This is an optimization exercise on Yosys and OpenROAD, whose aim is small area, a short achievable clock period and few clock cycles, not a production implementation. Where RTL was checked, it was by simulation tests only, not by an equivalence proof against the original.

== job 1604 ==
==> flow/design.v (excerpt) <==
module keccak(clk, reset, in, in_ready, is_last, byte_num, buffer_full, out, out_ready);
==> flow/config.mk <==
export PLATFORM = sky130hd
export DESIGN_NAME = keccak
export DESIGN_NICKNAME = keccak
export VERILOG_FILES = /design/flow/design.v
export SDC_FILE = /design/flow/constraint.sdc
export NUM_CORES = 8
export LEC_CHECK = 0
export CAP_MARGIN = 30
export CORE_MARGIN = 2
export CORE_UTILIZATION = 40
export GPL_ROUTABILITY_DRIVEN = 1
export GPL_TIMING_DRIVEN = 1
export PLACE_DENSITY = 0.5
export SETUP_SLACK_MARGIN = 2.5
export SLEW_MARGIN = 30
export SYNTH_HIERARCHICAL = 1
==> flow/constraint.sdc <==
create_clock -name core_clock -period 5.5 [get_ports {clk}]
set_input_delay 1.1000 -clock core_clock [delete_from_list [all_inputs] [get_ports {clk}]]
set_output_delay 1.1000 -clock core_clock [all_outputs]
set_load 0.01 [all_outputs]
standard.sh (not shown) runs the stock make flow with config.mk's settings and CLKGATE_MAP_FILE= SYNTH_SCRIPT=/design/flow/synth_recipe.tcl, a recipe that flattens the netlist after the stock synthesis.
==> flow/flow/run.sh <==
#!/bin/bash
# The standard ORFS flow (the standard.sh): synthesis unchanged, then the
# layout with plain buffers instead of delay cells on the ports, a clock tree
# without dummy loads, and no x4 XOR cells (timing repair buffers long nets
# instead). The make output goes to synth.log and flow.log; each ORFS step keeps
# its own log under orfs/logs.
set -euo pipefail
bash standard.sh synth > synth.log 2>&1
# the platform's don't-use list plus the x4 XOR cells
dont=$(python3 -c 'import re,sys; s=open(sys.argv[1]).read(); m=re.search(r"export DONT_USE_CELLS \+=((?:.*\\\n)*.*\n)", s); print(" ".join(m.group(1).replace("\\\n", " ").split()))' "$FLOW_HOME/platforms/sky130hd/config.mk")
dont="$dont sky130_fd_sc_hd__xor2_4 sky130_fd_sc_hd__xnor2_4 sky130_fd_sc_hd__buf_12 sky130_fd_sc_hd__buf_16 sky130_fd_sc_hd__buf_8"
echo "DONT_USE_CELLS=$dont" > dont_use.log
export BUFFER_PORTS_ARGS="-buffer_cell sky130_fd_sc_hd__buf_2"
export GLOBAL_PLACEMENT_ARGS="-timing_driven_nets_percentage 100 -timing_driven_net_weight_max 8 -timing_driven_net_reweight_overflow {79 64 49 29 20}"
export CTS_ARGS="-sink_clustering_enable -repair_clock_nets -dont_use_dummy_load -sink_clustering_size 20 -sink_clustering_max_diameter 80"
bash standard.sh "DONT_USE_CELLS=$dont" finish > flow.log 2>&1
Testbench counts of job 1604, summed over its fixed seeds: cycles 7,376.
The following lists how job 9541 was set up differently from job 1604:
-- flow/flow/run.sh --
<<< job 1604, line 9
# the platform's don't-use list plus the x4 XOR cells
dont=$(python3 -c 'import re,sys; s=open(sys.argv[1]).read(); m=re.search(r"export DONT_USE_CELLS \+=((?:.*\\\n)*.*\n)", s); print(" ".join(m.group(1).replace("\\\n", " ").split()))' "$FLOW_HOME/platforms/sky130hd/config.mk")
dont="$dont sky130_fd_sc_hd__xor2_4 sky130_fd_sc_hd__xnor2_4 sky130_fd_sc_hd__buf_12 sky130_fd_sc_hd__buf_16 sky130_fd_sc_hd__buf_8"
echo "DONT_USE_CELLS=$dont" > dont_use.log
export BUFFER_PORTS_ARGS="-buffer_cell sky130_fd_sc_hd__buf_2"
>>> job 9541, line 9
# the platform's don't-use list plus the x4 XOR cells
dont=$(python3 -c 'import re,sys; s=open(sys.argv[1]).read(); m=re.search(r"export DONT_USE_CELLS \+=((?:.*\\\n)*.*\n)", s); print(" ".join(m.group(1).replace("\\\n", " ").split()))' "$FLOW_HOME/platforms/sky130hd/config.mk")
dont="$dont sky130_fd_sc_hd__xor2_4 sky130_fd_sc_hd__xnor2_4 sky130_fd_sc_hd__buf_12 sky130_fd_sc_hd__buf_16 sky130_fd_sc_hd__xor2_2 sky130_fd_sc_hd__xnor2_2"
echo "DONT_USE_CELLS=$dont" > dont_use.log
export BUFFER_PORTS_ARGS="-buffer_cell sky130_fd_sc_hd__buf_2"
Notes after the runs:
The count of inserted antenna diode cells number comes out higher for job 9541 vs job 1604. Going from job 1604 to job 9541, the number of clock buffers in the layout was found to have gone up by 0.64%. Going from job 1604 to job 9541, wire length grows by about 0.7%. Against job 1604, job 9541 reports a critical path depth in cells that is higher. Launching element of the worst setup path = bf$_SDFF_PP0_: job 1604; launching element of the worst setup path = st[290]$_DFF_P_: job 9541. Job 9541 vs. job 1604: area added between synthesis and finish went down by 7.1 points. Count of nets after finishing (lower): job 1604.
For job 9991, these inputs were changed with respect to job 9541:
Settings: changing SETUP_SLACK_MARGIN from 2.5 to 3.0.
Job 9991 ended with every stage complete and zero timing, DRC or antenna violations.
Compare job 9991 and job 9541 | initial antenna violation count higher: job 9541
[compare] base=job 9541 new=job 9991: final-layout worst hold slack -0.0070 ns; met2 layer wire length in the routed design went up by 8.0%; setup slack higher; number of instances in the synthesized netlist closely matched the old numbers.
Going from job 9541 to job 9991, fraction of area in multi-input gates fell by 9.8 points, headroom to the max-slew limit climbed 16 points.
Looking at routed wire length, job 9991 sits above job 9541.
Diff job 9991 and job 9541: worst path arrival time lower in job 9991
[inputs] job 8566 vs job 9991
Settings: swapping 3.0 for 2.5 in SETUP_SLACK_MARGIN.
==> flow/flow/run.sh <==
#!/bin/bash
# The standard ORFS flow (the standard.sh): synthesis unchanged, then the
# layout with plain buffers instead of delay cells on the ports, a clock tree
# without dummy loads, and no x4 XOR cells (timing repair buffers long nets
# instead). The make output goes to synth.log and flow.log; each ORFS step keeps
# its own log under orfs/logs.
set -euo pipefail
bash standard.sh synth > synth.log 2>&1
export DONT_USE_CELLS="sky130_fd_sc_hd__xor2_4 sky130_fd_sc_hd__xnor2_4"
export BUFFER_PORTS_ARGS="-buffer_cell sky130_fd_sc_hd__buf_2"
export CTS_ARGS="-sink_clustering_enable -repair_clock_nets -dont_use_dummy_load -sink_clustering_size 20 -sink_clustering_max_diameter 80"
bash standard.sh > flow.log 2>&1
--- outcome ---
- As of job 8566, first-pass GRT wire length had fallen by a few percent compared to job 9991.
- Against job 9991, total wire length after detailed routing in job 8566 fell by a little under 10%.
- | global placement routability congestion | job 8566 vs job 9991 | about 1% higher |
- Area: job 8566 vs job 9991 -> job 8566 smaller

keccak, a different RTL version from the one above (not shown whole).
For scale: roughly 12000 cells after synthesis, roughly 550 I/O pins.
export LEC_CHECK = 0
export CAP_MARGIN = 30
export CORE_MARGIN = 2
export CORE_UTILIZATION = 40
export GPL_ROUTABILITY_DRIVEN = 1
export GPL_TIMING_DRIVEN = 1
export PLACE_DENSITY = 0.5
export SETUP_SLACK_MARGIN = 2.5
export SLEW_MARGIN = 30
export SYNTH_HIERARCHICAL = 1
create_clock -name core_clock -period 5.5 [get_ports {clk}]
==> flow/flow/run.sh <==
#!/bin/bash
# The standard ORFS flow (the standard.sh), with plain buffers instead of
# delay cells on the ports. The make output goes to flow.log; each ORFS step
# keeps its own log under orfs/logs.
set -euo pipefail
export BUFFER_PORTS_ARGS="-buffer_cell sky130_fd_sc_hd__buf_2"
bash standard.sh > flow.log 2>&1
Rerun with:
==> flow/flow/run.sh (replaced) <==
#!/bin/bash
# The standard ORFS flow (the standard.sh), with plain buffers instead of
# delay cells on the ports and a clock tree without dummy loads. The make output
# goes to flow.log; each ORFS step keeps its own log under orfs/logs.
set -euo pipefail
export BUFFER_PORTS_ARGS="-buffer_cell sky130_fd_sc_hd__buf_2"
export CTS_ARGS="-sink_clustering_enable -repair_clock_nets -dont_use_dummy_load -sink_clustering_size 20 -sink_clustering_max_diameter 80"
bash standard.sh > flow.log 2>&1
=>
- The changed run ran to the end with no violations
- routed wire length hardly moves
- clock skew rose by 0.031 ns
- hold slack gains 0.0094 ns
- worst setup slack got worse by 0.049 ns
- final cell count falls by 1.2%
- cell area fell by about 1.7%
No functional check of the RTL was part of any run of this note.

Another version of the RTL of keccak (not shown whole).
Size: ~550 I/O pins, roughly 110000 um^2 of cells after synthesis.
==> flow/config.mk <==
export PLATFORM = sky130hd
export DESIGN_NAME = keccak
export DESIGN_NICKNAME = keccak
export VERILOG_FILES = /design/flow/design.v
export SDC_FILE = /design/flow/constraint.sdc
export NUM_CORES = 8
export LEC_CHECK = 0
export CAP_MARGIN = 20
export CORE_MARGIN = 2
export CORE_UTILIZATION = 50
export GPL_ROUTABILITY_DRIVEN = 1
export GPL_TIMING_DRIVEN = 1
export PLACE_DENSITY = 0.6
export SLEW_MARGIN = 20
export SYNTH_HIERARCHICAL = 1
==> flow/constraint.sdc <==
create_clock -name core_clock -period 5.5 [get_ports {clk}]
set_input_delay 1.1000 -clock core_clock [delete_from_list [all_inputs] [get_ports {clk}]]
set_output_delay 1.1000 -clock core_clock [all_outputs]
set_load 0.01 [all_outputs]
run.sh (not shown) runs the stock make flow with config.mk's settings and CLKGATE_MAP_FILE= SYNTH_SCRIPT=/design/flow/synth_recipe.tcl, a recipe that flattens the netlist after the stock synthesis.
Stock flow here: none of the scripts above is used.
The starting point ran to the end with violations: max-capacitance violations, max-slew violations.
Testbench counts at the start, summed over its fixed seeds: cycles 7,568.
Next try:
==> flow/config.mk (replaced) <==
export PLATFORM = sky130hd
export DESIGN_NAME = keccak
export DESIGN_NICKNAME = keccak
export VERILOG_FILES = /design/flow/design.v
export SDC_FILE = /design/flow/constraint.sdc
export NUM_CORES = 8
export LEC_CHECK = 0
export CAP_MARGIN = 30
export CORE_MARGIN = 2
export CORE_UTILIZATION = 40
export CTS_BUF_LIST = sky130_fd_sc_hd__clkbuf_4 sky130_fd_sc_hd__clkbuf_8
export GPL_ROUTABILITY_DRIVEN = 1
export GPL_TIMING_DRIVEN = 1
export PLACE_DENSITY = 0.5
export SETUP_SLACK_MARGIN = 2.0
export SLEW_MARGIN = 30
export SYNTH_HIERARCHICAL = 1
What happened: The new run ran to the end with no violations; worst setup slack improved by 0.94 ns; count of clock-buffer cells in the layout came out higher by 270; core utilization is lower by 7.6 points; cell area goes up by 9.1%; sequential share of layout area decreases by 2.0 points; non-clock buffer count climbs by 44.
Next try:
==> flow/config.mk (replaced) <==
export PLATFORM = sky130hd
export DESIGN_NAME = keccak
export DESIGN_NICKNAME = keccak
export VERILOG_FILES = /design/flow/design.v
export SDC_FILE = /design/flow/constraint.sdc
export NUM_CORES = 8
export LEC_CHECK = 0
export CAP_MARGIN = 40
export CORE_MARGIN = 2
export CORE_UTILIZATION = 40
export GPL_ROUTABILITY_DRIVEN = 1
export GPL_TIMING_DRIVEN = 1
export PLACE_DENSITY = 0.5
export SLEW_MARGIN = 60
export SYNTH_HIERARCHICAL = 1
=> The changed run completed, yet does not pass: antenna violations; final cell count is lower by 0.41%; wire length stays flat; sequential share of layout area goes down by 1.6 points; final area came out higher by 7.2%; worst setup slack degrades by 0.071 ns; die area stays the same; sequential cell count stays the same; critical path depth increases by 2; non-clock buffer count went up by 159.

-- separate check: timing with driven ports --
No port has a modelled driver above. Below, the same layouts with a new extraction and two added sets of constraints. Step 1 assumes that a clkbuf_16 drives the clock port and a buf_2 every other input. Step 2 times the ports against the registers' clock, not the clock port: input delays grow and output delays shrink by t, the midpoint of the rising clock arrivals with the driver on. Slacks: ideal / step 1 / step 2; pairs: ideal / step 1.
| run | shift t [ns] | setup slack, ns | hold slack, ns | latest minus earliest clock arrival (ns) | worst register clock-pin slew, ns |
|---|---|---|---|---|---|
| job 1604 | 1.030 | 2.364 / 2.347 / 1.453 | 0.485 / 0.463 / 0.485 | 0.073 / 0.073 | 0.10 / 0.10 |
| job 9541 | 1.030 | 2.313 / 2.313 / 1.524 | 0.482 / 0.482 / 0.482 | 0.087 / 0.087 | 0.10 / 0.10 |
| job 9991 | 1.050 | 2.585 / 2.585 / 1.612 | 0.475 / 0.475 / 0.475 | 0.092 / 0.093 | 0.10 / 0.10 |
| job 8566 | 1.032 | 2.307 / 2.307 / 1.535 | 0.493 / 0.493 / 0.493 | 0.065 / 0.065 | 0.10 / 0.10 |
| the first run of note 2 | 1.067 | 2.009 / 2.009 / 1.454 | 0.516 / 0.516 / 0.516 | 0.047 / 0.047 | 0.07 / 0.07 |
| the second run of note 2 | 1.020 | 1.960 / 1.960 / 1.561 | 0.526 / 0.526 / 0.526 | 0.077 / 0.077 | 0.10 / 0.10 |
| the first run of note 3 | 1.003 | 0.695 / 0.695 / 0.260 | 0.475 / 0.475 / 0.475 | 0.032 / 0.032 | 0.07 / 0.07 |
| the second run of note 3 | 1.238 | 1.632 / 1.632 / 1.197 | 0.464 / 0.464 / 0.464 | 0.059 / 0.060 | 0.07 / 0.07 |
| the third run of note 3 | 1.062 | 1.561 / 1.561 / 1.212 | 0.461 / 0.453 / 0.461 | 0.059 / 0.058 | 0.07 / 0.07 |
The setup slack of job 9991, which loses most, moves by 0.000 ns with the drivers and by -0.973 ns with both steps.
